This design comes from an exercise in tuning for small area on the open sky130 flow, not from production work.
Function was checked by simulation only, so behaviour that the tests miss may differ from the original.

### design.v
module serial_interface (
    input         clk,
    input         rst_n,
    input  [3:0]  prog_nibble_in,
    input prog_nibble_in_valid,
    output [11:0] frame_addr,
    output [7:0]  frame_cmd,
    output [31:0] frame_wdata,
    output        frame_valid,
    input         frame_ready
);
    reg [3:0]  nibble_counter;
    reg        valid_reg;
    reg [51:0] frame_sr;
    always @(posedge clk or negedge rst_n) begin
        if (!rst_n) begin
            nibble_counter <= 4'd0;
            valid_reg <= 1'b0;
        end
        else if (frame_ready || !valid_reg) begin
            if (nibble_counter > 4'd12) begin
                nibble_counter <= 4'd0;
                valid_reg <= 1'b1;
            end
            else begin
                if (prog_nibble_in_valid)
                    nibble_counter <= nibble_counter + 4'd1;
                valid_reg <= 1'b0;
            end
        end
    end
    always @(posedge clk) begin
        if ((frame_ready || !valid_reg) && nibble_counter <= 4'd12 && prog_nibble_in_valid)
            frame_sr <= {prog_nibble_in, frame_sr[51:4]};
    end
    assign frame_addr  = frame_sr[11:0];
    assign frame_cmd   = frame_sr[19:12];
    assign frame_wdata = frame_sr[51:20];
    assign frame_valid = valid_reg;
endmodule
module cmd_controller (
    input         clk,
    input         rst_n,
    input         frame_valid,
    input  [11:0] frame_addr,
    input  [7:0]  frame_cmd,
    input  [31:0] frame_wdata,
    output        frame_ready,
    output        cmd_start,
    output        cmd_busy,
    output [31:0] cmd_result,
    output        cmd_result_valid,
    output        cmd_error,
    output [1:0]  cmd_error_type,
    input         serializer_busy,
    output [11:0] mem_addr,
    output [31:0] mem_wdata,
    input  [31:0] mem_rdata,
    output        mem_wen,
    output        mem_cen
);
    localparam [2:0] S_IDLE = 3'd0, S_DEC = 3'd1, S_EXE = 3'd2, S_MEM = 3'd3,
                     S_WAIT = 3'd4, S_DONE = 3'd5, S_SER1 = 3'd6, S_SER2 = 3'd7;
    localparam [3:0] C_FILL0 = 4'd0, C_FILL1 = 4'd1, C_WRITE = 4'd2, C_READ = 4'd3,
                     C_WINC = 4'd4, C_RSEQ = 4'd5, C_INC = 4'd6, C_NOP = 4'd7,
                     C_ADD = 4'd8, C_SUB = 4'd9, C_MUL = 4'd10, C_DIV = 4'd11,
                     C_INV = 4'd12, C_AND = 4'd13, C_OR = 4'd14, C_XOR = 4'd15;
    reg [2:0]  state;
    reg [3:0]  cmd;
    reg        error_reg;
    reg [11:0] aq;           
    reg        pend;         
    reg [2:0]  k;            
    reg        wrapped;      
    reg        mem_wen_reg;
    reg        mem_cen_reg;
    reg [31:0] W;
    reg [47:0] P;
    wire [3:0] fcode = (frame_cmd[7:5] == 3'b000 && !frame_cmd[3]) ?
                       {frame_cmd[4], frame_cmd[2:0]} : C_NOP;
    wire is_fill   = (cmd[3:1] == 3'b000);
    wire is_arith  = cmd[3] && (cmd != C_INV);
    wire is_logic  = cmd[3] && !cmd[1] ? 1'b0 : 1'b0;
    wire is_mul    = (cmd == C_MUL);
    wire is_div    = (cmd == C_DIV);
    wire is_muldiv = (cmd[3:1] == 3'b101);
    wire [11:0] cnt;
    wire        cnt_co;
    rca #(12) u_cnt (.a(aq), .b(12'd0), .ci(pend), .s(cnt), .co(cnt_co));
    wire cnt_max = &cnt;
    wire le_a  = wrapped || (k == 3'd0);
    wire eq1   = !wrapped && (k == 3'd1);
    wire eq2   = !wrapped && (k == 3'd2);
    wire eq3   = !wrapped && (k == 3'd3);
    wire st_idle = (state == S_IDLE);
    wire st_exe  = (state == S_EXE);
    wire st_mem  = (state == S_MEM);
    wire st_wait = (state == S_WAIT);
    wire st_done = (state == S_DONE);
    wire [31:0] d = mem_rdata;
    wire [32:0] dor;          
    assign dor[32] = 1'b0;
    genvar gi;
    generate
        for (gi = 31; gi >= 0; gi = gi - 1) begin : g_dor
            assign dor[gi] = dor[gi+1] | d[gi];
        end
    endgenerate
    wire rdata_zero = !dor[0];
    wire [31:0] q;
    wire [22:0] r22;
    wire [31:0] r31;
    generate
        for (gi = 0; gi < 32; gi = gi + 1) begin : g_div
            localparam integer NB = gi + 1;
            wire [NB-1:0] t;
            wire [NB-1:0] s;
            wire [NB-1:0] r;
            wire          co;
            if (gi == 0) begin : g_t0
                assign t = W[31];
            end else if (gi == 23) begin : g_t23
                assign t = {P[22:0], W[31-gi]};
            end else begin : g_tn
                assign t = {g_div[gi-1].r[gi-1:0], W[31-gi]};
            end
            rca #(NB) u_sub (.a(t), .b(~d[NB-1:0]), .ci(1'b1), .s(s), .co(co));
            assign q[31-gi] = co && !dor[NB];
            assign r = q[31-gi] ? s : t;
        end
    endgenerate
    assign r22 = g_div[22].r;
    assign r31 = g_div[31].r;
    wire [15:0] mb = st_wait ? mem_rdata[15:0] : mem_rdata[31:16];
    wire [31:0] pin = st_wait ? 32'd0 : P[47:16];
    wire [31:0] mrow [0:16];
    wire [15:0] mlo;
    assign mrow[0] = pin;
    generate
        for (gi = 0; gi < 16; gi = gi + 1) begin : g_mul
            wire [31:0] s;
            wire        co;
            rca #(32) u_add (.a(mrow[gi]), .b(W & {32{mb[gi]}}), .ci(1'b0), .s(s), .co(co));
            assign mlo[gi] = s[0];
            assign mrow[gi+1] = {co, s[31:1]};
        end
    endgenerate
    wire [31:0] md_low  = is_mul ? {mlo, P[15:0]} : {P[47:25], q[8:0]};
    wire [31:0] md_high = is_mul ? mrow[16] : r31;
    wire        a_sub = (cmd == C_SUB);
    wire [31:0] ax = (cmd == C_INC) ? 32'd0 : W;
    wire [31:0] ay = {32{st_wait}} & (mem_rdata ^ {32{a_sub}});
    wire        aci = a_sub || (cmd == C_INC) || (cmd == C_WINC);
    wire [31:0] asum;
    wire        aco;
    rca #(32) u_alu (.a(ax), .b(ay), .ci(aci), .s(asum), .co(aco));
    reg [2:0] next_state;
    always @(*) begin
        next_state = state;
        case (state)
            S_IDLE: if (frame_valid) next_state = S_DEC;
            S_DEC:  next_state = S_EXE;
            S_EXE:
                if (is_fill && !cnt_max)
                    next_state = S_EXE;
                else if (cmd == C_WINC && !cnt_max)
                    next_state = S_EXE;
                else if (is_arith && le_a)
                    next_state = S_EXE;
                else
                    next_state = S_MEM;
            S_MEM:  next_state = S_WAIT;
            S_WAIT:
                if (cmd == C_RSEQ && cnt != 12'd0)
                    next_state = S_SER1;
                else if (is_arith && eq2)
                    next_state = S_EXE;
                else if (is_mul && eq3)
                    next_state = S_EXE;
                else if (is_div && eq3 && !error_reg)
                    next_state = S_EXE;
                else
                    next_state = S_DONE;
            S_SER1: next_state = S_SER2;
            S_SER2: if (!serializer_busy) next_state = S_EXE;
            S_DONE: next_state = S_IDLE;
            default: next_state = S_IDLE;
        endcase
    end
    wire exe_inc = is_fill || cmd == C_WINC || cmd == C_RSEQ || is_arith;
    wire wait_wr = (cmd == C_INC) || (cmd == C_INV) ||
                   (is_arith && !is_div && eq2) || (is_mul && eq3) ||
                   (is_div && !error_reg && ((eq2 && !rdata_zero) || eq3));
    always @(posedge clk or negedge rst_n) begin
        if (!rst_n) begin
            state <= S_IDLE;
            cmd <= 4'd0;
            error_reg <= 1'b0;
            aq <= 12'd0;
            pend <= 1'b0;
            k <= 3'd0;
            wrapped <= 1'b0;
            mem_wen_reg <= 1'b0;
            mem_cen_reg <= 1'b0;
        end
        else begin
            state <= next_state;
            case (state)
                S_IDLE: if (frame_valid) begin
                    cmd <= fcode;
                    aq <= frame_addr;
                    pend <= 1'b0;
                    k <= 3'd0;
                    wrapped <= 1'b0;
                    error_reg <= (frame_addr >= 12'hFFE && fcode[3:1] == 3'b100) ||
                                 (frame_addr >= 12'hFFD && fcode[3:1] == 3'b101);
                end
                S_EXE: begin
                    if (exe_inc) begin
                        aq <= cnt;
                        pend <= 1'b1;
                        k <= k + 3'd1;
                        if (cnt_max) wrapped <= 1'b1;
                    end
                    if (cmd != C_NOP) begin
                        mem_wen_reg <= (cmd[3:1] == 3'b000) || cmd == C_WRITE || cmd == C_WINC;
                        mem_cen_reg <= !(is_arith && !is_muldiv) || le_a || eq1;
                    end
                end
                S_MEM: begin
                    mem_wen_reg <= 1'b0;
                    mem_cen_reg <= 1'b0;
                end
                S_WAIT: begin
                    if (cmd == C_DIV && eq2 && !error_reg && rdata_zero)
                        error_reg <= 1'b1;
                    if (wait_wr) begin
                        aq <= cnt;
                        pend <= 1'b0;
                        mem_wen_reg <= 1'b1;
                        mem_cen_reg <= 1'b1;
                    end
                end
                S_DONE: begin
                    mem_wen_reg <= 1'b0;
                    mem_cen_reg <= 1'b0;
                end
                default: ;
            endcase
        end
    end
    always @(posedge clk) begin
        case (state)
            S_IDLE: if (frame_valid) W <= frame_wdata;
            S_EXE: begin
                if (is_fill)
                    W <= {32{cmd[0]}};
                else if (cmd == C_WINC && mem_cen_reg)
                    W <= asum;
                else if (is_muldiv && eq2)
                    W <= md_high;
            end
            S_MEM: if (is_arith && eq2) W <= mem_rdata;
            S_WAIT: begin
                case (cmd)
                    C_READ, C_RSEQ: W <= mem_rdata;
                    C_INC, C_ADD, C_SUB: W <= asum;
                    C_INV: W <= ~mem_rdata;
                    C_AND: W <= W & mem_rdata;
                    C_OR:  W <= W | mem_rdata;
                    C_XOR: W <= W ^ mem_rdata;
                    default: ;
                endcase
                if (is_mul) P <= {mrow[16], mlo};
                else        P <= {q[31:9], 2'b00, r22};
            end
            default: ;
        endcase
    end
    assign frame_ready = st_idle;
    assign cmd_start = (state == S_DEC);
    assign cmd_busy = !st_idle;
    assign cmd_result = W;
    assign cmd_result_valid = (state == S_SER1) ||
        (st_done && (cmd == C_READ || cmd == C_RSEQ || cmd == C_INC || cmd == C_INV));
    assign cmd_error = error_reg;
    assign cmd_error_type = 2'b00;
    assign mem_addr = aq;
    assign mem_wdata = (st_exe && is_muldiv && eq2) ? md_low : W;
    assign mem_wen = mem_wen_reg;
    assign mem_cen = mem_cen_reg;
endmodule
module output_serializer (
    input         clk,
    input         rst_n,
    input  [31:0] data_in,
    input         data_valid,
    input         cmd_busy,
    output [3:0]  serial_out,
    output        serial_valid,
    output        serializer_busy
);
    reg [2:0]  nibble_counter;
    reg [31:0] data_reg;
    reg        busy_reg;
    always @(posedge clk or negedge rst_n) begin
        if (!rst_n) begin
            nibble_counter <= 3'd0;
            busy_reg <= 1'b0;
        end
        else begin
            if (data_valid && !busy_reg) begin
                nibble_counter <= 3'd0;
                busy_reg <= 1'b1;
            end
            else if (busy_reg) begin
                nibble_counter <= nibble_counter + 3'd1;
                if (nibble_counter == 3'd7)
                    busy_reg <= 1'b0;
            end
        end
    end
    always @(posedge clk) begin
        if (data_valid && !busy_reg)
            data_reg <= data_in;
        else
            data_reg <= {data_reg[31:28], data_reg[31:4]};
    end
    assign serial_out = data_reg[3:0];
    assign serial_valid = busy_reg;
    assign serializer_busy = busy_reg;
endmodule
module done_generator (
    input         clk,
    input         rst_n,
    input         cmd_start,
    input         cmd_busy,
    input         cmd_error,
    input  [1:0]  cmd_error_type,
    output        prog_done
);
    reg done_reg;
    reg [1:0] pulse_counter;
    reg error_pulse;
    always @(posedge clk or negedge rst_n) begin
        if (!rst_n) begin
            done_reg <= 1'b0;
            pulse_counter <= 2'd0;
            error_pulse <= 1'b0;
        end
        else begin
            if (cmd_busy && !cmd_start) begin
                if (cmd_error) begin
                    error_pulse <= 1'b1;
                    pulse_counter <= 2'd2;
                    done_reg <= 1'b1;
                end
                else begin
                    pulse_counter <= 2'd1;
                end
            end
            else if (pulse_counter > 0) begin
                pulse_counter <= pulse_counter - 2'd1;
                if (pulse_counter == 2'd1) begin
                    done_reg <= 1'b1;
                    error_pulse <= 1'b0;
                end
            end
            else begin
                done_reg <= 1'b0;
            end
        end
    end
    assign prog_done = done_reg;
endmodule
module rca #(parameter N = 32) (
    input  [N-1:0] a,
    input  [N-1:0] b,
    input          ci,
    output [N-1:0] s,
    output         co
);
    wire [N:0] c;
    assign c[0] = ci;
    genvar k;
    generate
        for (k = 0; k < N; k = k + 1) begin : g_fa
            assign s[k] = a[k] ^ b[k] ^ c[k];
            assign c[k+1] = (a[k] & b[k]) | (c[k] & (a[k] ^ b[k]));
        end
    endgenerate
    assign co = c[N];
endmodule
`timescale 1ns/1ps
module cpu_top (
    input         clk,
    input         rst_n,
    input  [3:0]  prog_nibble_in,
    input prog_nibble_in_valid,
    output [3:0]  prog_nibble_out,
    output        prog_out_valid,
    output        prog_done,
    output [11:0] mem_addr,
    output [31:0] mem_wdata,
    input  [31:0] mem_rdata,
    output        mem_wen,
    output        mem_cen
);
    wire [11:0] frame_addr;
    wire [7:0]  frame_cmd;
    wire [31:0] frame_wdata;
    wire        frame_valid;
    wire        frame_ready;
    wire        cmd_start;
    wire        cmd_busy;
    wire [31:0] cmd_result;
    wire        cmd_result_valid;
    wire        cmd_error;
    wire [1:0]  cmd_error_type;
    wire        serializer_busy;
    serial_interface u_serial_if (
        .clk            (clk),
        .rst_n          (rst_n),
        .prog_nibble_in (prog_nibble_in),
        .prog_nibble_in_valid (prog_nibble_in_valid),
        .frame_addr     (frame_addr),
        .frame_cmd      (frame_cmd),
        .frame_wdata    (frame_wdata),
        .frame_valid    (frame_valid),
        .frame_ready    (frame_ready)
    );
    cmd_controller u_cmd_ctrl (
        .clk                (clk),
        .rst_n              (rst_n),
        .frame_valid        (frame_valid),
        .frame_addr         (frame_addr),
        .frame_cmd          (frame_cmd),
        .frame_wdata        (frame_wdata),
        .frame_ready        (frame_ready),
        .cmd_start          (cmd_start),
        .cmd_busy           (cmd_busy),
        .cmd_result         (cmd_result),
        .cmd_result_valid   (cmd_result_valid),
        .cmd_error          (cmd_error),
        .cmd_error_type     (cmd_error_type),
	.serializer_busy    (serializer_busy),
        .mem_addr           (mem_addr),
        .mem_wdata          (mem_wdata),
        .mem_rdata          (mem_rdata),
        .mem_wen            (mem_wen),
        .mem_cen            (mem_cen)
    );
    output_serializer u_out_serializer (
        .clk                (clk),
        .rst_n              (rst_n),
        .data_in            (cmd_result),
        .data_valid         (cmd_result_valid),
        .cmd_busy           (cmd_busy),
        .serial_out         (prog_nibble_out),
        .serial_valid       (prog_out_valid),
        .serializer_busy    (serializer_busy)
    );
    done_generator u_done_gen (
        .clk            (clk),
        .rst_n          (rst_n),
        .cmd_start      (cmd_start),
        .cmd_busy       (cmd_busy),
        .cmd_error      (cmd_error),
        .cmd_error_type (cmd_error_type),
        .prog_done      (prog_done)
    );
endmodule
### run.sh
#!/bin/bash
# synth_recipe.tcl (not shown) runs the flow's synth.tcl, then flattens the netlist and writes it again
# the make line also repeats each setting of config.mk as NAME=value (left out here)
make -C /OpenROAD-flow-scripts/flow DESIGN_CONFIG=/design/flow/config.mk WORK_HOME=/design/flow/orfs CLKGATE_MAP_FILE= SYNTH_SCRIPT=/design/flow/synth_recipe.tcl finish
### config.mk
export PLATFORM = sky130hd
export DESIGN_NAME = cpu_top
export DESIGN_NICKNAME = cpu_top
export VERILOG_FILES = /design/flow/design.v
export SDC_FILE = /design/flow/constraint.sdc
export NUM_CORES = 4
export LEC_CHECK = 0
export ABC_AREA = 1
export CAP_MARGIN = 20
export CORE_MARGIN = 2
export CORE_UTILIZATION = 40
export SLEW_MARGIN = 20
### constraint.sdc
create_clock -name core_clock -period 250.0 [get_ports {clk}]
set_input_delay 50.0000 -clock core_clock [delete_from_list [all_inputs] [get_ports {clk}]]
set_output_delay 50.0000 -clock core_clock [all_outputs]
set_load 0.01 [all_outputs]
==> flow_summary_export.csv, run 1 <==
group,metric,value,unit
critical_path,critPathSlowestCell,"inv_1",
finish,seqCellArea,5620,um^2
synth,yosysMostFrequentCell,"fa_1",
critical_path,crit_top_cell,"fa_1",
sta,drv_slew,0,
cts,clk_latency,0.61,ns
synth,synth_seq_cells,203,
critical_path,critPathKind,"input pin to output port",
synth,synth_edf_count,136,
detailed_routing,routed_wl,159.7,mm
sta,period_share,82.03,%
synth,yosys.area.top_type,"fa_1",
die,fp.dieW,334.0,um
die,dieArea,111500,um^2
die,initial_core_util,40.18,%
finish,top_regs,"u_serial_if.frame_sr x52, u_cmd_ctrl.P x48",
sta,max_freq,0.004876,GHz
critical_path,cpPeakStageDelay,0.95,ns
sta,min_period,205.07,ns
sta,setup_viol,0,
cts,postCtsHoldBufs,0,
critical_path,critPathRequiredTime,200.00,ns
global_route,track_usage,29.23,%
cts,htreeDepth,1,
detailed_routing,drt-initial-drc-count,3631,
critical_path,r2r_cells,360,
detailed_routing,dr.pass1.iters,8,
placed_design,place.gp.congestion,1.018,
sta,rsz0062_at_grt,"no",
finish,largest_reg_flops,52,
outcome,outcome,"timing/DRC/antenna clean",
cts,cts_inserted_buffers,29,
synth,yosysWarnings,4,
detailed_routing,viasPerCell,5.754,
critical_path,worstPathMaxFanout,51,
global_route,antenna_found_initial,12,
finish,fin_nets,5904,
detailed_routing,drtAntennaViolNets,0,
critical_path,timing.rr.start,"u_cmd_ctrl.W[31]$_DFFE_PP_",
synth,synth_commonest_cells,"fa_1 (1023), nand2_1 (996), nor2_1 (675), inv_1 (308), o21ai_0 (266)",
critical_path,regToRegEndpoint,"u_cmd_ctrl.P[0]$_DFFE_PP_",
finish,drive_gt1_share,8.476,%
cts,clock_path_buffers,3,
critical_path,worstPathArrival,155.07,ns
sta,slew_headroom,18.94,%
detailed_routing,vias,35420,
sta,whs,0.4245,ns
global_route,grt_max_degree,71,
synth,yosys-top-cells-area,"fa_1 (47%), edfxtp_1 (9.4%), nand2_1 (8.6%)",
synth,ys_seq_area_share,12.90,%
synth,synth_top_cell_area_share,47.02,%
synth,async_flop_share,19.21,%
detailed_routing,drcViolationCount,0,
flow_run,cap_violations,0,
placed_design,pre_cts_ws,45.64,ns
critical_path,end_kind,"output port",
cts,cts_resized,0,
synth,syn-num-nets,5900,
critical_path,worstSetupEndpoint,"mem_wdata[0]",
cts,cts_setup_buffers,0,
synth,avgSynthCellArea,9.260,um^2
min_path,hold_path.class,"register to register",
cts,root_buffer,"clkbuf_16",
sta,hold_violations,0,
cts,clk_pin_slew,0.07,ns
synth,ys_types,64,
synth,synth_ff_type,"edfxtp_1",
sta,worst_slack,44.93,ns
sta,fin_skew,0.01917,ns
cts,tritoncts,"built",
synth,netlist_area,43560,um^2
placed_design,place_area,46090,um^2
die,dieHeight,334.0,um
die,core-area,108400,um^2
critical_path,worstSetupStartpointType,"input pin",
finish,regMostFlops,"u_serial_if.frame_sr",
critical_path,critPathLaunch,"mem_rdata[1]",
cts,clkSinkCount,203,
finish,syn2layout_area_growth,8.186,%
placed_design,dp_hpwl,127.8,mm
sta,tns,0,ns
detailed_routing,drt-wirelength-per-cell,25.94,um
global_route,grt_overflow,0,
finish,num-fill-cells,10610,
finish,multiInputGateArea,35520,um^2
sta,worstMarginPinSlew,1.203,ns
die,ioPinCount,91,
finish,fin_area,47120,um^2
die,rows,121,
global_route,grt_pass1_wl,239.4,mm
placed_design,port_buffers,90,
global_route,grt_pass1_vias,36090,
critical_path,r2r_slack,135.03,ns
synth,syn_inst,4704,
[critical path, delay by kind of cell]
| family | cells | cell delay, ns |
|---|---|---|
| adders and majority gates | 243 | 95.67 |
| and+or+nand+nor | 11 | 1.71 |
| buffers and inverters | 24 | 5.62 |
| AOI/OAI and AO/OA | 10 | 1.84 |
[cell families (layout without fill, tap and decap cells)]
family	after synthesis	count (layout)	synth area share, %
AO/OA/AOI/OAI	766	766	11.17
XOR/XNOR	5	5	0.1006
adder cells (fa/ha/maj)	1157	1157	50.87
buffers and inverters	614	641	5.719
flip-flops	203	203	12.90
multiplexers	42	42	1.048
other	0	11	0
AND/OR/NAND/NOR	1917	1917	18.19
[routing by layer]
metal / wire length (um) / track usage, %
met5: 226 / 0
met4: 8368 / 12.55
met3: 17340 / 9.046
met2: 69050 / 43.70
met1: 64690 / 39.22
[area by class of cell]
cell class                 instances  share of cell area, %
clock inverter                    20                 0.3531
multi-input combinational       3887                  75.37
antenna                           11                0.05841
timing repair buffer             229                  4.089
clock buffer                      34                  1.580
tap                             1414                  3.754
sequential                       203                  11.93
inverter                         358                  2.873
[worst min-delay path by stage]
stage	from	to	slack [ns]	cells past startpoint
after CTS	u_out_serializer.data_reg[7]$_DFF_P_	u_out_serializer.data_reg[3]$_DFF_P_	0.43	2
after detailed placement	u_out_serializer.data_reg[26]$_DFF_P_	u_out_serializer.data_reg[22]$_DFF_P_	0.42	2
after global routing	u_out_serializer.data_reg[14]$_DFF_P_	u_out_serializer.data_reg[10]$_DFF_P_	0.45	2
after global placement	u_out_serializer.data_reg[25]$_DFF_P_	u_out_serializer.data_reg[21]$_DFF_P_	0.41	2
final	u_out_serializer.data_reg[7]$_DFF_P_	u_out_serializer.data_reg[3]$_DFF_P_	0.42	2
after floorplan	u_out_serializer.data_reg[4]$_DFF_P_	u_out_serializer.data_reg[0]$_DFF_P_	0.41	2
[metrics by stage]
stage	instances	util, %
6_report	6156	43.47
5_1_grt	6145	43.45
4_1_cts	6141	43.36
3_5_place_dp	6087	42.52
3_3_place_gp	6087	42.52
2_1_floorplan	4704	-
[cells in the final DEF, fill, tap and decap left out, drive strengths merged, types with 38 or more instances in the layout]
cell type,n
a21oi,148
a221oi,38
a31oi,147
buf,156
clkdlybuf4s50,73
clkinv,49
dfrtp,39
edfxtp,136
fa,1023
ha,134
inv,323
nand2,1025
nand3,119
nor2,683
o211ai,52
o21ai,278
==> run 2: changes to the inputs <==
--- a/design.v
+++ b/design.v
@@ -75,7 +75,7 @@
     reg        mem_wen_reg;
     reg        mem_cen_reg;
     reg [31:0] W;
-    reg [47:0] P;
+    reg [45:0] P;
     wire [3:0] fcode = (frame_cmd[7:5] == 3'b000 && !frame_cmd[3]) ?
                        {frame_cmd[4], frame_cmd[2:0]} : C_NOP;
     wire is_fill   = (cmd[3:1] == 3'b000);
@@ -131,13 +131,14 @@
     endgenerate
     assign r22 = g_div[22].r;
     assign r31 = g_div[31].r;
-    wire [15:0] mb = st_wait ? mem_rdata[15:0] : mem_rdata[31:16];
-    wire [31:0] pin = st_wait ? 32'd0 : P[47:16];
-    wire [31:0] mrow [0:16];
-    wire [15:0] mlo;
+    wire [10:0] mb = st_wait ? mem_rdata[10:0] :
+                     st_exe  ? mem_rdata[21:11] : {1'b0, mem_rdata[31:22]};
+    wire [31:0] pin = st_wait ? 32'd0 : P[31:0];
+    wire [31:0] mrow [0:11];
+    wire [10:0] mlo;
     assign mrow[0] = pin;
     generate
-        for (gi = 0; gi < 16; gi = gi + 1) begin : g_mul
+        for (gi = 0; gi < 11; gi = gi + 1) begin : g_mul
             wire [31:0] s;
             wire        co;
             rca #(32) u_add (.a(mrow[gi]), .b(W & {32{mb[gi]}}), .ci(1'b0), .s(s), .co(co));
@@ -145,8 +146,26 @@
             assign mrow[gi+1] = {co, s[31:1]};
         end
     endgenerate
-    wire [31:0] md_low  = is_mul ? {mlo, P[15:0]} : {P[47:25], q[8:0]};
-    wire [31:0] md_high = is_mul ? mrow[16] : r31;
+    wire [31:0] macc = mrow[11];
+    wire [9:0] trow [0:10];
+    wire [9:0] tlo;
+    assign trow[0] = macc[9:0];
+    generate
+        for (gi = 0; gi < 10; gi = gi + 1) begin : g_tri
+            localparam integer NB = 10 - gi;
+            wire [NB-1:0] s;
+            wire          co;
+            rca #(NB) u_add (.a(trow[gi][NB-1:0]), .b(W[NB-1:0] & {NB{mem_rdata[22+gi]}}),
+                             .ci(1'b0), .s(s), .co(co));
+            assign tlo[gi] = s[0];
+            if (NB > 1) begin : g_n
+                assign trow[gi+1] = {1'b0, s[NB-1:1]};
+            end else begin : g_1
+                assign trow[gi+1] = 10'd0;
+            end
+        end
+    endgenerate
+    wire [31:0] md_low  = is_mul ? {tlo, mlo, P[42:32]} : {P[45:23], q[8:0]};
     wire        a_sub = (cmd == C_SUB);
     wire [31:0] ax = (cmd == C_INC) ? 32'd0 : W;
     wire [31:0] ay = {32{st_wait}} & (mem_rdata ^ {32{a_sub}});
@@ -253,14 +272,18 @@
         case (state)
             S_IDLE: if (frame_valid) W <= frame_wdata;
             S_EXE: begin
+                if (is_mul) P[31:0] <= macc;
                 if (is_fill)
                     W <= {32{cmd[0]}};
                 else if (cmd == C_WINC && mem_cen_reg)
                     W <= asum;
-                else if (is_muldiv && eq2)
-                    W <= md_high;
+                else if (is_div && eq2)
+                    W <= r31;
+            end
+            S_MEM: begin
+                if (is_arith && eq2) W <= mem_rdata;
+                if (is_mul && eq3) W <= {macc[30:0], mlo[10]};
             end
-            S_MEM: if (is_arith && eq2) W <= mem_rdata;
             S_WAIT: begin
                 case (cmd)
                     C_READ, C_RSEQ: W <= mem_rdata;
@@ -271,8 +294,8 @@
                     C_XOR: W <= W ^ mem_rdata;
                     default: ;
                 endcase
-                if (is_mul) P <= {mrow[16], mlo};
-                else        P <= {q[31:9], 2'b00, r22};
+                if (is_mul) P <= {3'b000, mlo, macc};
+                else        P <= {q[31:9], r22};
             end
             default: ;
         endcase
--- a/config.mk
+++ b/config.mk
@@ -8,5 +8,5 @@
 export ABC_AREA = 1
 export CAP_MARGIN = 20
 export CORE_MARGIN = 2
-export CORE_UTILIZATION = 40
+export CORE_UTILIZATION = 60
 export SLEW_MARGIN = 20
==> run 2 against run 1 <==
Final area down 5.9%; wire length down 6.4%; worst setup slack better by 0.11 ns; first-iteration DRC count up 14%; clock skew down 0.0029 ns; sequential cell count down 2; global-route usage up 14 points; clock-buffer cell count down 5; synthesized cell count down 0.96%; highest routed layer unchanged; worst hold slack worse by 0.0013 ns; area after synthesis down 4.5%.
==> flow_summary_export.csv, run 2 <==
group,metric,value,unit
global_route,grt_pass1_vias,35100,
critical_path,end_kind,"output port",
finish,regMostFlops,"u_serial_if.frame_sr",
die,initial_core_util,60.64,%
placed_design,place_area,43580,um^2
critical_path,worstPathArrival,154.96,ns
min_path,holdPathStages,2,
global_route,grt_pass1_wl,225.3,mm
synth,synth_seq_cells,201,
sta,tns,0,ns
synth,netlist_area,41590,um^2
critical_path,worstPathMaxFanout,60,
min_path,min-delay-start,"u_out_serializer.data_reg[7]$_DFF_P_",
finish,largest_reg_flops,52,
detailed_routing,drt-initial-drc-count,4135,
cts,cts_resized,0,
min_path,min_to,"u_out_serializer.data_reg[3]$_DFF_P_",
critical_path,worstSetupStartpointType,"input pin",
placed_design,port_buffers,90,
synth,avgSynthCellArea,8.927,um^2
sta,fin_skew,0.01631,ns
finish,multiInputGateArea,33630,um^2
sta,drv_slew,0,
detailed_routing,drt-wirelength-per-cell,26.72,um
placed_design,place.gp.congestion,1.052,
cts,tritoncts,"built",
flow_run,cap_violations,0,
critical_path,cpPeakStageDelay,1.00,ns
finish,fin_nets,5728,
finish,top_regs,"u_serial_if.frame_sr x52, u_cmd_ctrl.P x46",
global_route,grt_max_degree,61,
die,ioPinCount,91,
synth,synth_commonest_cells,"nand2_1 (1072), fa_1 (904), nor2_1 (555), inv_1 (335), o21ai_0 (281)",
synth,yosys.area.top_type,"fa_1",
synth,async_flop_share,19.40,%
detailed_routing,vias,35250,
finish,finish.utilization,64.67,%
sta,worstMarginPinSlew,1.222,ns
sta,whs,0.4232,ns
die,core-area,68590,um^2
sta,period_share,81.98,%
finish,layout_commonest_cell,"nand2_1",
sta,slew_headroom,17.68,%
finish,final-instance-count-excl-fill,5597,
finish,fin_area,44360,um^2
sta,rsz0062_at_grt,"no",
detailed_routing,viasPerCell,6.298,
synth,synth_top_cell_area_share,43.51,%
cts,clk_latency,0.58,ns
cts,cts_setup_buffers,0,
critical_path,critPathBufInv,24,
synth,yosysWarnings,4,
detailed_routing,drcViolationCount,0,
global_route,grt_overflow,0,
synth,synth_ff_type,"edfxtp_1",
synth,synth_edf_count,134,
cts,cts_inserted_buffers,24,
synth,syn_inst,4659,
cts,postCtsHoldBufs,0,
detailed_routing,routed_wl,149.5,mm
global_route,track_usage,43.42,%
synth,ys_types,61,
cts,clock_path_buffers,3,
synth,yosysMostFrequentCell,"nand2_1",
finish,syn2layout_area_growth,6.648,%
die,rows,96,
sta,setup_viol,0,
critical_path,critPathKind,"input pin to output port",
sta,max_freq,0.004879,GHz
cts,clkSinkCount,201,
critical_path,timing.rr.start,"u_cmd_ctrl.W[31]$_DFFE_PP_",
cts,root_buffer,"clkbuf_16",
detailed_routing,dr.pass1.iters,6,
critical_path,critPathRequiredTime,200.00,ns
outcome,outcome,"timing/DRC/antenna clean",
synth,syn-num-nets,5740,
critical_path,crit_top_cell,"fa_1",
placed_design,dpl.cell_count,5552,
critical_path,r2r_cells,358,
synth,ys_seq_area_share,13.37,%
finish,layout_common_cells,"nand2_1 (1071), fa_1 (904), nor2_1 (545)",
synth,yosys-top-cells-area,"fa_1 (44%), edfxtp_1 (9.7%), nand2_1 (9.7%)",
finish,num-fill-cells,5903,
placed_design,dp_hpwl,116.3,mm
die,dieHeight,267.3,um
finish,drive_gt1_share,9.348,%
detailed_routing,drtAntennaViolNets,0,
critical_path,critical-path-top-delay-family,"adder cells",
sta,min_period,204.96,ns
cts,clk_pin_slew,0.07,ns
finish,seqCellArea,5560,um^2
min_path,hold_path.class,"register to register",
global_route,antenna_found_initial,5,
critical_path,regToRegEndpoint,"u_cmd_ctrl.P[8]$_DFFE_PP_",
die,dieArea,71440,um^2
die,fp.dieW,267.3,um
critical_path,r2r_slack,134.86,ns
critical_path,critPathSlowestCell,"inv_1",
cts,htreeDepth,1,
sta,hold_violations,0,
-- run 2: changes by cell type in the layout (fill, tap and decap cells not counted), moves of 16 or more --
cell and change:
nor2_1 -122, a221oi_1 -23, o21a_1 -16, clkinv_1 -16, o221ai_1 -22, nand3_2 +19, fa_1 -119, inv_1 +31
nand3_1 +59, nand2_1 +77
-- run 2: worst max-delay path by stage --
stage	start	end	cells after the start
floorplan	mem_rdata[1]	mem_wdata[0]	287
global placement	mem_rdata[1]	mem_wdata[0]	286
detailed placement	mem_rdata[1]	mem_wdata[0]	286
CTS	mem_rdata[1]	mem_wdata[0]	286
global route	mem_rdata[1]	mem_wdata[0]	286
finish	mem_rdata[1]	mem_wdata[0]	286
-- run 2: layer usage --
layer,share of wire (%),track usage [%],vias to the layer above
met4,8.3,28.17,8
met2,42,62.34,2169
met3,12,12.63,541
li1,-,-,15010
met1,37,57.73,17520
met5,0.033,0,-
-- run 2: cell type report --
class,count,area share (%)
inverters,374,3.188
clock buffers,29,1.419
clock inverters,14,0.3131
diodes,2,0.01128
well taps,931,2.626
flip-flops and latches,201,12.54
repair buffers,223,4.090
multi-input cells,3823,75.82
-- run 2: cell families after synthesis --
kind of cell | after synthesis | share of synthesized area, %
compound gates | 733 | 10.92
simple gates | 1974 | 20.23
fa+ha+maj | 1042 | 47.66
mux | 50 | 1.285
flops | 201 | 13.37
buf+inv | 635 | 6.029
xor+xnor | 24 | 0.5054
-- run 2: worst register-to-register path, delay by kind of cell, from the launching register on --
family / cells / cell delay (ns)
fa+ha+maj: 253 / 97.27
buf+inv: 55 / 9.22
simple gates: 31 / 4.61
compound gates: 19 / 3.45
flops: 1 / 0.37
-- run 2: metrics by stage --
step | setup slack [ns]
global placement | 47.10
finish | 45.04
CTS | 45.76
global route | 41.76
floorplan | 52.80
detailed placement | 46.07
==> run 3: changes to the inputs <==
--- a/config.mk
+++ b/config.mk
@@ -8,5 +8,5 @@
 export ABC_AREA = 1
 export CAP_MARGIN = 20
 export CORE_MARGIN = 2
-export CORE_UTILIZATION = 60
+export CORE_UTILIZATION = 80
 export SLEW_MARGIN = 20
==> run 3 against run 2 <==
Still clean on timing, DRC and antenna; final cell count fell by 4.7%; global-route usage grew 21 points; maximum frequency about the same; sequential cell count unchanged; clock-buffer cell count is 4 higher; utilization grew 21 points; area after synthesis did not move; critical path type unchanged; largest cell class unchanged; highest routed layer unchanged.
==> flow_summary_export.csv, run 3 <==
group,metric,value,unit
sta,fin_skew,0.04223,ns
die,rows,83,
critical_path,critPathKind,"input pin to output port",
detailed_routing,drtAntennaViolNets,0,
synth,yosys.area.top_type,"fa_1",
cts,postCtsHoldBufs,0,
detailed_routing,drt-initial-drc-count,7304,
synth,yosys-top-cells-area,"fa_1 (44%), edfxtp_1 (9.7%), nand2_1 (9.7%)",
sta,drv_slew,0,
cts,cts_inserted_buffers,24,
synth,syn-num-nets,5740,
placed_design,place_area,43170,um^2
cts,root_buffer,"clkbuf_16",
global_route,grt_overflow,0,
placed_design,dp_hpwl,120.9,mm
finish,layout_commonest_cell,"nand2_1",
sta,whs,0.4305,ns
synth,ys_seq_area_share,13.37,%
finish,num-fill-cells,2569,
cts,htreeDepth,1,
synth,yosysWarnings,4,
synth,synth_commonest_cells,"nand2_1 (1072), fa_1 (904), nor2_1 (555), inv_1 (335), o21ai_0 (281)",
finish,layout_common_cells,"nand2_1 (1071), fa_1 (904), nor2_1 (544)",
global_route,antenna_found_initial,10,
detailed_routing,routed_wl,165.5,mm
die,dieArea,53830,um^2
critical_path,critPathRequiredTime,200.00,ns
sta,setup_viol,0,
critical_path,worstSetupStartpointType,"input pin",
die,core-area,51410,um^2
cts,clkSinkCount,201,
cts,cts_resized,0,
finish,fin_nets,5713,
detailed_routing,drcViolationCount,0,
critical_path,crit_top_cell,"fa_1",
global_route,track_usage,63.96,%
critical_path,critPathBufInv,24,
sta,max_freq,0.004882,GHz
detailed_routing,vias,40150,
synth,synth_ff_type,"edfxtp_1",
global_route,grt_pass1_wl,248.5,mm
die,ioPinCount,91,
synth,syn_inst,4659,
sta,min_period,204.83,ns
critical_path,worstPathArrival,154.83,ns
cts,clock_path_buffers,3,
cts,clk_pin_slew,0.06,ns
die,dieHeight,232.0,um
sta,slew_headroom,15.93,%
sta,rsz0062_at_grt,"no",
detailed_routing,dr.pass1.iters,13,
synth,synth_edf_count,134,
detailed_routing,drt-wirelength-per-cell,31.02,um
die,initial_core_util,80.91,%
synth,netlist_area,41590,um^2
global_route,grt_max_degree,62,
cts,clk_latency,0.61,ns
placed_design,port_buffers,90,
sta,worstMarginPinSlew,1.256,ns
finish,syn2layout_area_growth,5.842,%
finish,finish.utilization,85.63,%
critical_path,cpPeakStageDelay,0.82,ns
outcome,outcome,"timing/DRC/antenna clean",
global_route,grt_pass1_vias,41710,
finish,top_regs,"u_serial_if.frame_sr x52, u_cmd_ctrl.P x46",
finish,fin_area,44020,um^2
cts,cts_setup_buffers,0,
detailed_routing,viasPerCell,7.525,
synth,avgSynthCellArea,8.927,um^2
sta,period_share,81.93,%
finish,largest_reg_flops,52,
finish,drive_gt1_share,9.054,%
min_path,hold_path.class,"register to register",
sta,tns,0,ns
synth,async_flop_share,19.40,%
sta,hold_violations,0,
synth,synth_seq_cells,201,
placed_design,place.gp.congestion,1.074,
die,fp.dieW,232.0,um
synth,synth_top_cell_area_share,43.51,%
critical_path,end_kind,"output port",
critical_path,critPathSlowestCell,"inv_1",
synth,yosysMostFrequentCell,"nand2_1",
critical_path,critical-path-top-delay-family,"adder cells",
flow_run,cap_violations,0,
finish,regMostFlops,"u_serial_if.frame_sr",
synth,ys_types,61,
cts,tritoncts,"built",
critical_path,worstPathMaxFanout,61,
==> run 3: per-layer routing <==
layer | routed length (um) | part of all wire, % | vias up | global-route usage [%]
li1 | - | - | 14980 | -
met1 | 46620 | 28 | 18690 | 70.99
met2 | 65000 | 39 | 4634 | 85.78
met3 | 32490 | 20 | 1835 | 37.49
met4 | 21250 | 13 | 10 | 57.85
met5 | 131 | 0.079 | - | 1.563
==> run 3: cell type report <==
type                            instances  area [um^2]  share of cell area, %
Antenna cell                            5        12.51                0.02842
Clock buffer                           33        675.6                  1.535
Clock inverter                         11        152.6                 0.3468
Inverter                              374         1415                  3.215
Multi-Input combinational cell       3823        33630                  76.39
Sequential cell                       201         5560                  12.63
Tap cell                              680        850.8                  1.933
Timing Repair Buffer                  208         1727                  3.922
==> run 3: worst paths after layout <==
kind                                                          to  slack (ns)  cells after the start                             startpoint
hold / removal             u_out_serializer.data_reg[15]$_DFF_P_        0.43                      2  u_out_serializer.data_reg[19]$_DFF_P_
max in group asynchronous           u_cmd_ctrl.aq[2]$_DFFE_PN0P_      199.93                      1                                  rst_n
setup reg to reg                       u_cmd_ctrl.P[8]$_DFFE_PP_      131.30                    359             u_cmd_ctrl.W[31]$_DFFE_PP_
min in group asynchronous            u_cmd_ctrl.k[1]$_DFFE_PN0P_       49.52                      1                                  rst_n
hold reg to reg            u_out_serializer.data_reg[15]$_DFF_P_        0.43                      2  u_out_serializer.data_reg[19]$_DFF_P_
setup / recovery                                    mem_wdata[0]       45.18                    284                           mem_rdata[1]
==> run 3: logic make-up (layout without fill, tap and decap cells) <==
| kind of cell | after synthesis | count (layout) | synth area share [%] |
|---|---|---|---|
| flip-flops | 201 | 201 | 13.37 |
| other | 0 | 5 | 0 |
| adder cells (fa/ha/maj) | 1042 | 1042 | 47.66 |
| buffers and inverters | 635 | 626 | 6.029 |
| XOR/XNOR | 24 | 24 | 0.5054 |
| AND/OR/NAND/NOR | 1974 | 1974 | 20.23 |
| AO/OA/AOI/OAI | 733 | 733 | 10.92 |
| multiplexers | 50 | 50 | 1.285 |
==> run 3: stage by stage <==
step	setup WS [ns]	std cells
3_3_place_gp	48.96	5284
4_1_cts	46.60	5329
6_report	45.18	5335
5_1_grt	42.65	5330
3_5_place_dp	47.02	5285
2_1_floorplan	52.80	4659
==> run 3: tightest hold or removal path, cell delays in order (launching register included) <==
cell	delay, ns
dfxtp_1	0.31
nand2_1	0.04
o21ai_0	0.05
==> run 4: changes to the inputs <==
--- a/design.v
+++ b/design.v
@@ -75,7 +75,7 @@
     reg        mem_wen_reg;
     reg        mem_cen_reg;
     reg [31:0] W;
-    reg [45:0] P;
+    reg [47:0] P;
     wire [3:0] fcode = (frame_cmd[7:5] == 3'b000 && !frame_cmd[3]) ?
                        {frame_cmd[4], frame_cmd[2:0]} : C_NOP;
     wire is_fill   = (cmd[3:1] == 3'b000);
@@ -107,65 +107,75 @@
         end
     endgenerate
     wire rdata_zero = !dor[0];
-    wire [31:0] q;
-    wire [22:0] r22;
-    wire [31:0] r31;
+    wire        mfirst = st_wait && eq2;
+    wire [7:0]  mb = st_wait ? (eq2 ? mem_rdata[7:0] : P[47:40]) :
+                     st_exe  ? mem_rdata[15:8] : mem_rdata[23:16];
+    wire [31:0] pin = mfirst ? 32'd0 : P[31:0];
+    wire [31:0] mrow [0:8];
+    wire [7:0]  mlo;
+    assign mrow[0] = pin;
+    generate
+        for (gi = 0; gi < 8; gi = gi + 1) begin : g_mul
+            wire [31:0] s;
+            wire        co;
+            rca #(32) u_add (.a(mrow[gi]), .b(W & {32{mb[gi]}}), .ci(1'b0), .s(s), .co(co));
+            assign mlo[gi] = s[0];
+            assign mrow[gi+1] = {co, s[31:1]};
+        end
+    endgenerate
+    wire [31:0] macc = mrow[8];
+    wire [15:0] qn;
+    wire [15:0] ncol = is_mul ? W[15:0] : ~d[15:0];
     generate
-        for (gi = 0; gi < 32; gi = gi + 1) begin : g_div
+        for (gi = 0; gi < 16; gi = gi + 1) begin : g_div
             localparam integer NB = gi + 1;
             wire [NB-1:0] t;
             wire [NB-1:0] s;
             wire [NB-1:0] r;
             wire          co;
+            wire          x = is_mul ? macc[15-gi] : W[31-gi];
+            wire          g = !is_mul || mem_rdata[31-gi];
             if (gi == 0) begin : g_t0
-                assign t = W[31];
-            end else if (gi == 23) begin : g_t23
-                assign t = {P[22:0], W[31-gi]};
+                assign t = x;
             end else begin : g_tn
-                assign t = {g_div[gi-1].r[gi-1:0], W[31-gi]};
+                assign t = {g_div[gi-1].r[gi-1:0], x};
             end
-            rca #(NB) u_sub (.a(t), .b(~d[NB-1:0]), .ci(1'b1), .s(s), .co(co));
-            assign q[31-gi] = co && !dor[NB];
-            assign r = q[31-gi] ? s : t;
+            rca #(NB) u_sub (.a(t), .b(ncol[NB-1:0] & {NB{g}}), .ci(!is_mul), .s(s), .co(co));
+            assign qn[15-gi] = co && !dor[NB];
+            assign r = (qn[15-gi] || is_mul) ? s : t;
         end
     endgenerate
-    assign r22 = g_div[22].r;
-    assign r31 = g_div[31].r;
-    wire [10:0] mb = st_wait ? mem_rdata[10:0] :
-                     st_exe  ? mem_rdata[21:11] : {1'b0, mem_rdata[31:22]};
-    wire [31:0] pin = st_wait ? 32'd0 : P[31:0];
-    wire [31:0] mrow [0:11];
-    wire [10:0] mlo;
-    assign mrow[0] = pin;
+    wire [15:0] r15 = g_div[15].r;
+    wire [31:9] qh;
+    wire [8:0]  qf;
     generate
-        for (gi = 0; gi < 11; gi = gi + 1) begin : g_mul
-            wire [31:0] s;
-            wire        co;
-            rca #(32) u_add (.a(mrow[gi]), .b(W & {32{mb[gi]}}), .ci(1'b0), .s(s), .co(co));
-            assign mlo[gi] = s[0];
-            assign mrow[gi+1] = {co, s[31:1]};
-        end
-    endgenerate
-    wire [31:0] macc = mrow[11];
-    wire [9:0] trow [0:10];
-    wire [9:0] tlo;
-    assign trow[0] = macc[9:0];
-    generate
-        for (gi = 0; gi < 10; gi = gi + 1) begin : g_tri
-            localparam integer NB = 10 - gi;
+        for (gi = 16; gi < 32; gi = gi + 1) begin : g_div2
+            localparam integer NB = gi + 1;
+            wire [NB-1:0] t;
             wire [NB-1:0] s;
+            wire [NB-1:0] r;
             wire          co;
-            rca #(NB) u_add (.a(trow[gi][NB-1:0]), .b(W[NB-1:0] & {NB{mem_rdata[22+gi]}}),
-                             .ci(1'b0), .s(s), .co(co));
-            assign tlo[gi] = s[0];
-            if (NB > 1) begin : g_n
-                assign trow[gi+1] = {1'b0, s[NB-1:1]};
-            end else begin : g_1
-                assign trow[gi+1] = 10'd0;
+            wire          qq;
+            if (gi == 16) begin : g_t16
+                assign t = {r15, W[31-gi]};
+            end else if (gi == 23) begin : g_t23
+                assign t = {P[22:0], W[31-gi]};
+            end else begin : g_tn
+                assign t = {g_div2[gi-1].r[gi-1:0], W[31-gi]};
+            end
+            rca #(NB) u_sub (.a(t), .b(~d[NB-1:0]), .ci(1'b1), .s(s), .co(co));
+            assign qq = co && !dor[NB];
+            assign r = qq ? s : t;
+            if (gi < 23) begin : g_qh
+                assign qh[31-gi] = qq;
+            end else begin : g_ql
+                assign qf[31-gi] = qq;
             end
         end
     endgenerate
-    wire [31:0] md_low  = is_mul ? {tlo, mlo, P[42:32]} : {P[45:23], q[8:0]};
+    wire [22:0] r22 = g_div2[22].r;
+    wire [31:0] r31 = g_div2[31].r;
+    wire [31:0] md_low  = is_mul ? {r15, mlo, P[39:32]} : {P[45:23], qf};
     wire        a_sub = (cmd == C_SUB);
     wire [31:0] ax = (cmd == C_INC) ? 32'd0 : W;
     wire [31:0] ay = {32{st_wait}} & (mem_rdata ^ {32{a_sub}});
@@ -282,7 +292,7 @@
             end
             S_MEM: begin
                 if (is_arith && eq2) W <= mem_rdata;
-                if (is_mul && eq3) W <= {macc[30:0], mlo[10]};
+                if (is_mul) P[31:0] <= macc;
             end
             S_WAIT: begin
                 case (cmd)
@@ -292,10 +302,14 @@
                     C_AND: W <= W & mem_rdata;
                     C_OR:  W <= W | mem_rdata;
                     C_XOR: W <= W ^ mem_rdata;
+                    C_MUL: if (eq3) W <= macc;
                     default: ;
                 endcase
-                if (is_mul) P <= {3'b000, mlo, macc};
-                else        P <= {q[31:9], r22};
+                if (is_mul) begin
+                    P[31:0] <= macc;
+                    if (eq2) P[47:32] <= {mem_rdata[31:24], mlo};
+                end
+                else        P <= {2'b00, qn, qh[15:9], r22};
             end
             default: ;
         endcase
--- a/config.mk
+++ b/config.mk
@@ -8,5 +8,5 @@
 export ABC_AREA = 1
 export CAP_MARGIN = 20
 export CORE_MARGIN = 2
-export CORE_UTILIZATION = 80
+export CORE_UTILIZATION = 60
 export SLEW_MARGIN = 20
==> run 4 against run 3 <==
Critical path depth up 23; sequential cell count is 2 higher; final cell count is 1.1% higher.
==> flow_summary_export.csv, run 4 <==
group,metric,value,unit
cts,cts_setup_buffers,0,
die,initial_core_util,60.68,%
synth,syn_inst,4484,
placed_design,port_buffers,90,
finish,syn2layout_area_growth,7.037,%
finish,fin_nets,5457,
sta,period_share,80.64,%
outcome,outcome,"timing/DRC/antenna clean",
min_path,hold_path.class,"register to register",
cts,clk_latency,0.60,ns
critical_path,crit_top_cell,"fa_1",
placed_design,dp_hpwl,119.9,mm
sta,max_freq,0.004960,GHz
cts,postCtsHoldBufs,0,
detailed_routing,drcViolationCount,0,
detailed_routing,vias,34670,
synth,synth_seq_cells,203,
synth,yosysMostFrequentCell,"nand2_1",
synth,async_flop_share,19.21,%
detailed_routing,drt-initial-drc-count,4961,
die,dieArea,67250,um^2
critical_path,end_kind,"output port",
sta,hold_violations,0,
critical_path,cpPeakStageDelay,0.77,ns
synth,syn-num-nets,5424,
finish,regMostFlops,"u_serial_if.frame_sr",
sta,tns,0,ns
cts,cts_resized,0,
sta,drv_slew,0,
synth,avgSynthCellArea,8.724,um^2
synth,synth_ff_type,"edfxtp_1",
global_route,grt_pass1_wl,227.3,mm
synth,yosysWarnings,4,
finish,top_regs,"u_serial_if.frame_sr x52, u_cmd_ctrl.P x48",
global_route,antenna_found_initial,12,
die,ioPinCount,91,
critical_path,critical-path-top-delay-family,"adder cells",
global_route,track_usage,47.10,%
critical_path,critPathRequiredTime,200.00,ns
synth,yosys-top-cells-area,"fa_1 (40%), nand2_1 (11%), edfxtp_1 (10%)",
sta,fin_skew,0.04213,ns
detailed_routing,viasPerCell,6.427,
cts,clk_pin_slew,0.06,ns
critical_path,worstPathMaxFanout,56,
sta,slew_headroom,20.27,%
detailed_routing,routed_wl,155.1,mm
detailed_routing,dr.pass1.iters,10,
critical_path,critPathSlowestCell,"inv_1",
cts,htreeDepth,1,
cts,root_buffer,"clkbuf_16",
finish,layout_commonest_cell,"nand2_1",
cts,tritoncts,"built",
cts,clock_path_buffers,3,
critical_path,worstPathArrival,151.61,ns
synth,synth_commonest_cells,"nand2_1 (1134), fa_1 (791), nor2_1 (484), inv_1 (409), o21ai_0 (245)",
synth,ys_types,64,
sta,rsz0062_at_grt,"no",
sta,min_period,201.61,ns
sta,setup_viol,0,
die,dieHeight,259.3,um
detailed_routing,drtAntennaViolNets,0,
die,rows,93,
cts,clkSinkCount,203,
flow_run,cap_violations,0,
sta,worst_slack,48.39,ns
detailed_routing,drt-wirelength-per-cell,28.75,um
synth,yosys.area.top_type,"fa_1",
finish,drive_gt1_share,10.14,%
finish,layout_common_cells,"nand2_1 (1133), fa_1 (791), nor2_1 (478)",
placed_design,pre_cts_ws,49.51,ns
synth,synth_top_cell_area_share,40.48,%
placed_design,place_area,41000,um^2
die,core-area,64460,um^2
die,fp.dieW,259.3,um
finish,fin_area,41870,um^2
sta,worstMarginPinSlew,1.166,ns
global_route,grt_pass1_vias,33430,
synth,synth_edf_count,136,
cts,cts_inserted_buffers,25,
finish,largest_reg_flops,52,
global_route,grt_max_degree,66,
global_route,grt_overflow,0,
critical_path,critPathKind,"input pin to output port",
placed_design,place.gp.congestion,1.154,
synth,ys_seq_area_share,14.37,%
critical_path,worstSetupStartpointType,"input pin",
critical_path,critPathBufInv,44,
synth,netlist_area,39120,um^2
[run 4: cell types whose count changed in the layout (fill, tap and decap cells not counted), sizes merged, moves of 21 or more]
cell | before | now
a21oi | 147 | 112
a31oi | 160 | 120
a32oi | 0 | 21
clkinv | 28 | 52
fa | 904 | 791
ha | 138 | 110
inv | 353 | 426
mux2 | 27 | 55
nand2 | 1114 | 1182
nand3 | 196 | 129
nor2 | 564 | 493
o2111ai | 4 | 28
o21ai | 293 | 268
[run 4: cells by family after synthesis]
family          synth area share, %
simple gates                  20.40
compound gates                11.61
mux                           2.274
buf+inv                       7.248
fa+ha+maj                     44.00
xor+xnor                    0.08958
flops                         14.37
[run 4: final cells by class]
cell class                 count  area (um^2)
inverter                     466         1753
multi-input combinational   3596        30730
timing repair buffer         225         1834
tap                          855         1070
clock buffer                  34        770.7
fill                        5626        22600
sequential                   203         5620
antenna                        4        10.01
clock inverter                12        85.08
[run 4: through the flow]
stage / instances / hold WS (ns) / utilization, %
floorplan: 4484 / 0.4056 / -
global route: 5392 / 0.4437 / 64.94
finish: 5395 / 0.4315 / 64.95
global placement: 5345 / 0.4100 / 63.61
detailed placement: 5345 / 0.4154 / 63.61
CTS: 5391 / 0.4305 / 64.93
[run 4: worst paths after layout]
check | start | end | slack (ns) | cells after the start
max | mem_rdata[0] | mem_wdata[0] | 48.39 | 307
min | u_out_serializer.data_reg[27]$_DFF_P_ | u_out_serializer.data_reg[23]$_DFF_P_ | 0.43 | 2
max reg2reg | u_cmd_ctrl.state[1]$_DFFE_PN0P_ | u_cmd_ctrl.P[13]$_DFFE_PP_ | 120.15 | 425
min reg2reg | u_out_serializer.data_reg[27]$_DFF_P_ | u_out_serializer.data_reg[23]$_DFF_P_ | 0.43 | 2
max in group asynchronous | rst_n | u_cmd_ctrl.aq[3]$_DFFE_PN0P_ | 199.88 | 1
min in group asynchronous | rst_n | u_out_serializer.nibble_counter[1]$_DFFE_PN0P_ | 49.54 | 1
[run 4: metal layers]
layer	vias up	routed length, um	global-route usage [%]
met4	18	12080	27.01
met5	-	123	0.07123
met3	598	23930	19.41
met2	2434	63000	65.60
li1	14550	-	-
met1	17070	55970	62.01
[run 4: worst register-to-register path, delay by kind of cell, from the launching register on]
family,cells,cell delay (ns)
fa+ha+maj,284,105.81
buf+inv,65,10.65
simple gates,49,7.57
compound gates,27,5.14
flops,1,0.47
==> run 5: changes to the inputs <==
--- a/design.v
+++ b/design.v
@@ -124,57 +124,83 @@
         end
     endgenerate
     wire [31:0] macc = mrow[8];
-    wire [15:0] qn;
+    localparam integer DK  = 11;
+    localparam integer DEW = 23 - DK;
+    wire        pass2 = !st_wait && !is_mul;
+    wire [22:0] qn;           
+    wire [8:0]  qf;           
     wire [15:0] ncol = is_mul ? W[15:0] : ~d[15:0];
     generate
-        for (gi = 0; gi < 16; gi = gi + 1) begin : g_div
+        for (gi = 0; gi < 23; gi = gi + 1) begin : g_div
             localparam integer NB = gi + 1;
+            localparam integer MJ = gi - DK;                  
+            localparam         MAPPED = (gi >= DK) && (gi < DK + 9);
             wire [NB-1:0] t;
             wire [NB-1:0] s;
             wire [NB-1:0] r;
+            wire [NB-1:0] yb;
             wire          co;
-            wire          x = is_mul ? macc[15-gi] : W[31-gi];
-            wire          g = !is_mul || mem_rdata[31-gi];
+            wire          x;
+            wire          qsel;
+            if (gi < 16) begin : g_m
+                wire g = !is_mul || mem_rdata[31-gi];
+                assign yb = ncol[NB-1:0] & {NB{g}};
+            end else begin : g_d
+                assign yb = ~d[NB-1:0];
+            end
+            if (MAPPED) begin : g_xm
+                if (gi < 16) begin : g_xmm
+                    assign x = is_mul ? macc[15-gi] : (pass2 ? W[8-MJ] : W[31-gi]);
+                end else begin : g_xmd
+                    assign x = pass2 ? W[8-MJ] : W[31-gi];
+                end
+            end else if (gi < 16) begin : g_xn
+                assign x = is_mul ? macc[15-gi] : W[31-gi];
+            end else begin : g_xd
+                assign x = W[31-gi];
+            end
             if (gi == 0) begin : g_t0
                 assign t = x;
+            end else if (gi == DK) begin : g_tk
+                assign t = {(pass2 ? P[DK-1:0] : g_div[gi-1].r[gi-1:0]), x};
             end else begin : g_tn
                 assign t = {g_div[gi-1].r[gi-1:0], x};
             end
-            rca #(NB) u_sub (.a(t), .b(ncol[NB-1:0] & {NB{g}}), .ci(!is_mul), .s(s), .co(co));
-            assign qn[15-gi] = co && !dor[NB];
-            assign r = (qn[15-gi] || is_mul) ? s : t;
-        end
-    endgenerate
-    wire [15:0] r15 = g_div[15].r;
-    wire [31:9] qh;
-    wire [8:0]  qf;
-    generate
-        for (gi = 16; gi < 32; gi = gi + 1) begin : g_div2
-            localparam integer NB = gi + 1;
-            wire [NB-1:0] t;
-            wire [NB-1:0] s;
-            wire [NB-1:0] r;
-            wire          co;
-            wire          qq;
-            if (gi == 16) begin : g_t16
-                assign t = {r15, W[31-gi]};
-            end else if (gi == 23) begin : g_t23
-                assign t = {P[22:0], W[31-gi]};
-            end else begin : g_tn
-                assign t = {g_div2[gi-1].r[gi-1:0], W[31-gi]};
-            end
-            rca #(NB) u_sub (.a(t), .b(~d[NB-1:0]), .ci(1'b1), .s(s), .co(co));
-            assign qq = co && !dor[NB];
-            assign r = qq ? s : t;
-            if (gi < 23) begin : g_qh
-                assign qh[31-gi] = qq;
-            end else begin : g_ql
-                assign qf[31-gi] = qq;
+            if (gi < 16) begin : g_c
+                rca #(NB) u_sub (.a(t), .b(yb), .ci(!is_mul), .s(s), .co(co));
+            end else begin : g_c1
+                rca #(NB) u_sub (.a(t), .b(yb), .ci(1'b1), .s(s), .co(co));
+            end
+            wire q1 = co && !dor[NB];
+            assign qn[22-gi] = q1;
+            if (MAPPED) begin : g_ext
+                wire [DEW-1:0] te;
+                wire [DEW-1:0] se;
+                wire [DEW-1:0] re;
+                wire           coe;
+                if (gi == DK) begin : g_te0
+                    assign te = P[22:DK];
+                end else begin : g_ten
+                    assign te = g_div[gi-1].g_ext.re;
+                end
+                rca #(DEW) u_ext (.a(te), .b(~d[NB+DEW-1:NB]), .ci(co), .s(se), .co(coe));
+                wire q2 = coe && !dor[NB+DEW];
+                assign qf[8-MJ] = q2;
+                assign qsel = pass2 ? q2 : q1;
+                assign re = qsel ? se : te;
+            end else begin : g_noext
+                assign qsel = q1;
+            end
+            if (gi < 16) begin : g_rm
+                assign r = (qsel || is_mul) ? s : t;
+            end else begin : g_rd
+                assign r = qsel ? s : t;
             end
         end
     endgenerate
-    wire [22:0] r22 = g_div2[22].r;
-    wire [31:0] r31 = g_div2[31].r;
+    wire [15:0] r15 = g_div[15].r;
+    wire [22:0] r22 = g_div[22].r;
+    wire [31:0] r31 = {g_div[DK+8].g_ext.re, g_div[DK+8].r};
     wire [31:0] md_low  = is_mul ? {r15, mlo, P[39:32]} : {P[45:23], qf};
     wire        a_sub = (cmd == C_SUB);
     wire [31:0] ax = (cmd == C_INC) ? 32'd0 : W;
@@ -309,7 +335,7 @@
                     P[31:0] <= macc;
                     if (eq2) P[47:32] <= {mem_rdata[31:24], mlo};
                 end
-                else        P <= {2'b00, qn, qh[15:9], r22};
+                else        P <= {qn, r22};
             end
             default: ;
         endcase
--- a/config.mk
+++ b/config.mk
@@ -9,4 +9,5 @@
 export CAP_MARGIN = 20
 export CORE_MARGIN = 2
 export CORE_UTILIZATION = 60
+export CTS_BUF_LIST = sky130_fd_sc_hd__clkbuf_4 sky130_fd_sc_hd__clkbuf_8
 export SLEW_MARGIN = 20
==> run 5 against run 4 <==
Still clean on timing, DRC and antenna; critical path depth is 165 higher; final area is 11% lower; worst setup slack worse by 40 ns; largest cell class unchanged; highest routed layer unchanged.
==> flow_summary_export.csv, run 5 <==
group,metric,value,unit
critical_path,end_kind,"output port",
synth,yosysWarnings,4,
finish,drive_gt1_share,8.095,%
cts,cts_setup_buffers,0,
critical_path,cp_num_cells,472,
global_route,grt_pass1_vias,32510,
placed_design,port_buffers,90,
sta,period_share,96.73,%
min_path,hold_path.class,"register to register",
critical_path,critPathBufInv,60,
cts,postCtsHoldBufs,0,
synth,yosys.area.top_type,"fa_1",
critical_path,critPathKind,"input pin to output port",
die,rows,87,
detailed_routing,drt-wirelength-per-cell,28.17,um
sta,hold_violations,0,
global_route,grt_overflow,0,
synth,syn-num-nets,4917,
synth,synth_edf_count,136,
global_route,track_usage,47.58,%
synth,yosysMostFrequentCell,"nand2_1",
detailed_routing,drtAntennaViolNets,0,
finish,fin_nets,4931,
critical_path,r2r_cells,560,
finish,num-fill-cells,4817,
synth,synth_commonest_cells,"nand2_1 (989), fa_1 (656), nor2_1 (521), inv_1 (351), o21ai_0 (279)",
sta,rsz0062_at_grt,"no",
detailed_routing,wl_met2,58.06,mm
die,dieHeight,243.7,um
detailed_routing,drt-initial-drc-count,4307,
finish,largest_reg_flops,52,
cts,cts_resized,0,
outcome,outcome,"timing/DRC/antenna clean",
detailed_routing,vias,32130,
critical_path,worstPathArrival,191.82,ns
cts,root_buffer,"clkbuf_8",
die,initial_core_util,60.92,%
critical_path,critical-path-top-delay-family,"adder cells",
die,dieArea,59410,um^2
synth,avgSynthCellArea,8.368,um^2
critical_path,worstSetupEndpoint,"mem_wdata[0]",
cts,clkSinkCount,203,
critical_path,cpPeakStageDelay,0.79,ns
sta,worstMarginPinSlew,1.217,ns
synth,ys_types,61,
cts,clock_path_buffers,3,
critical_path,worstSetupStartpointType,"input pin",
critical_path,worstPathMaxFanout,48,
flow_run,cap_violations,0,
placed_design,place.gp.congestion,1.113,
die,fp.dieW,243.7,um
finish,layout_commonest_cell,"nand2_1",
cts,clk_latency,0.60,ns
min_path,holdPathStages,2,
sta,slew_headroom,16.80,%
cts,htreeDepth,2,
detailed_routing,drcViolationCount,0,
sta,tns,0,ns
critical_path,crit_top_cell,"fa_1",
placed_design,dp_hpwl,108.1,mm
synth,synth_top_cell_area_share,38.08,%
synth,synth_ff_type,"edfxtp_1",
synth,syn_inst,4121,
global_route,antenna_found_initial,3,
synth,yosys-top-cells-area,"fa_1 (38%), edfxtp_1 (12%), nand2_1 (11%)",
cts,cts_inserted_buffers,38,
die,core-area,56600,um^2
cts,tritoncts,"built",
global_route,grt_max_degree,113,
finish,regMostFlops,"u_serial_if.frame_sr",
die,ioPinCount,91,
detailed_routing,viasPerCell,6.528,
synth,async_flop_share,19.21,%
critical_path,critPathLaunch,"mem_rdata[16]",
sta,fin_skew,0.03123,ns
synth,synth_seq_cells,203,
detailed_routing,met1Wirelength,46.28,mm
finish,layout_common_cells,"nand2_1 (985), fa_1 (656), nor2_1 (510)",
min_path,min-delay-start,"u_out_serializer.data_reg[10]$_DFF_P_",
detailed_routing,dr.pass1.iters,7,
critical_path,r2r_slack,79.84,ns
detailed_routing,highest_layer,"met5",
critical_path,regToRegEndpoint,"u_cmd_ctrl.P[18]$_DFFE_PP_",
sta,max_freq,0.004135,GHz
critical_path,timing.rr.start,"u_cmd_ctrl.state[1]$_DFFE_PN0P_",
critical_path,critPathSlowestCell,"inv_1",
synth,ys_seq_area_share,16.30,%
sta,drv_slew,0,
cts,clk_pin_slew,0.08,ns
sta,min_period,241.82,ns
sta,setup_viol,0,
synth,netlist_area,34490,um^2
finish,syn2layout_area_growth,7.481,%
[run 5: worst register-to-register path: cells and delay by family, from the launching register on]
kind                     cells  cell delay [ns]
AND/OR/NAND/NOR             69             9.77
multiplexers                 1             0.15
adder cells (fa/ha/maj)    392           144.17
buffers and inverters       71            10.30
AO/OA/AOI/OAI               27             5.26
flip-flops                   1             0.41
[run 5: cell families (layout without fill, tap and decap cells)]
| family | Yosys count | after routing | share of synthesized area (%) |
|---|---|---|---|
| AND/OR/NAND/NOR | 1814 | 1814 | 21.86 |
| adder cells (fa/ha/maj) | 757 | 757 | 41.75 |
| AO/OA/AOI/OAI | 690 | 690 | 12.03 |
| buffers and inverters | 623 | 665 | 7.046 |
| flip-flops | 203 | 203 | 16.30 |
| multiplexers | 29 | 29 | 0.8853 |
| XOR/XNOR | 5 | 5 | 0.1270 |
| other | 0 | 2 | 0 |
[run 5: per-layer routing]
metal  up-vias  global-route usage, %
met3       681                  20.87
met1     15760                  57.44
met5         -                  5.229
li1      13320                      -
met4        12                  31.38
met2      2356                  68.65
[run 5: worst min-delay path by stage]
| stage | to | slack, ns |
|---|---|---|
| floorplan | u_out_serializer.data_reg[0]$_DFF_P_ | 0.41 |
| global placement | u_out_serializer.data_reg[0]$_DFF_P_ | 0.41 |
| detailed placement | u_out_serializer.data_reg[11]$_DFF_P_ | 0.42 |
| CTS | u_out_serializer.data_reg[16]$_DFF_P_ | 0.43 |
| global route | u_out_serializer.data_reg[8]$_DFF_P_ | 0.45 |
| finish | u_out_serializer.data_reg[6]$_DFF_P_ | 0.42 |
[run 5: cell type report]
cell class                      instances  area (um^2)  share of cell area, %
Timing Repair Buffer                  186         1627                  4.388
Antenna cell                            2        5.005                0.01350
Inverter                              411         1545                  4.169
Multi-Input combinational cell       3295        26530                  71.57
Clock inverter                         17        153.9                 0.4152
Sequential cell                       203         5620                  15.16
Clock buffer                           51        639.4                  1.725
Tap cell                              756        945.9                  2.552
[run 5: per-stage QoR]
| stage | cell area [um^2] | instances | setup slack (ns) | hold slack (ns) | util, % |
|---|---|---|---|---|---|
| finish | 37070 | 4921 | 8.182 | 0.4198 | 65.48 |
| global route | 37060 | 4920 | 2.915 | 0.4463 | 65.48 |
| CTS | 37040 | 4919 | 9.005 | 0.4252 | 65.44 |
| detailed placement | 36250 | 4851 | 9.082 | 0.4172 | 64.04 |
| global placement | 36250 | 4850 | 13.52 | 0.4123 | 64.03 |
| floorplan | 34490 | 4121 | 22.92 | 0.4056 | - |

[separate check: timing with driven ports]
The results above use ideal ports. As a check the final layouts listed here were re-extracted and re-timed, cells and wires unchanged.
Step 1, drivers: a clkbuf_16 drives clk and a buf_2 each remaining input, both assumed.
Step 2 times the ports against the registers' clock, not the clock port: input delays grow and output delays shrink by t, the midpoint of the rising clock arrivals with the driver on.
Three values: no drivers, after step 1, after step 2; two values: the first two.
run	t (ns)	setup WS [ns]	latest minus earliest clock arrival (ns)
run 1	0.671	44.933 / 44.913 / 44.913	0.021 / 0.021
run 2	0.628	45.043 / 45.010 / 45.010	0.016 / 0.016
run 3	0.637	45.175 / 45.131 / 45.131	0.044 / 0.043
run 4	0.645	48.388 / 48.363 / 48.363	0.043 / 0.043
run 5	0.647	8.182 / 8.157 / 8.157	0.032 / 0.032
After both steps every run listed still meets setup and hold. The setup slack of run 3, which loses most, moves by -0.044 ns with the drivers and by -0.044 ns with both steps.
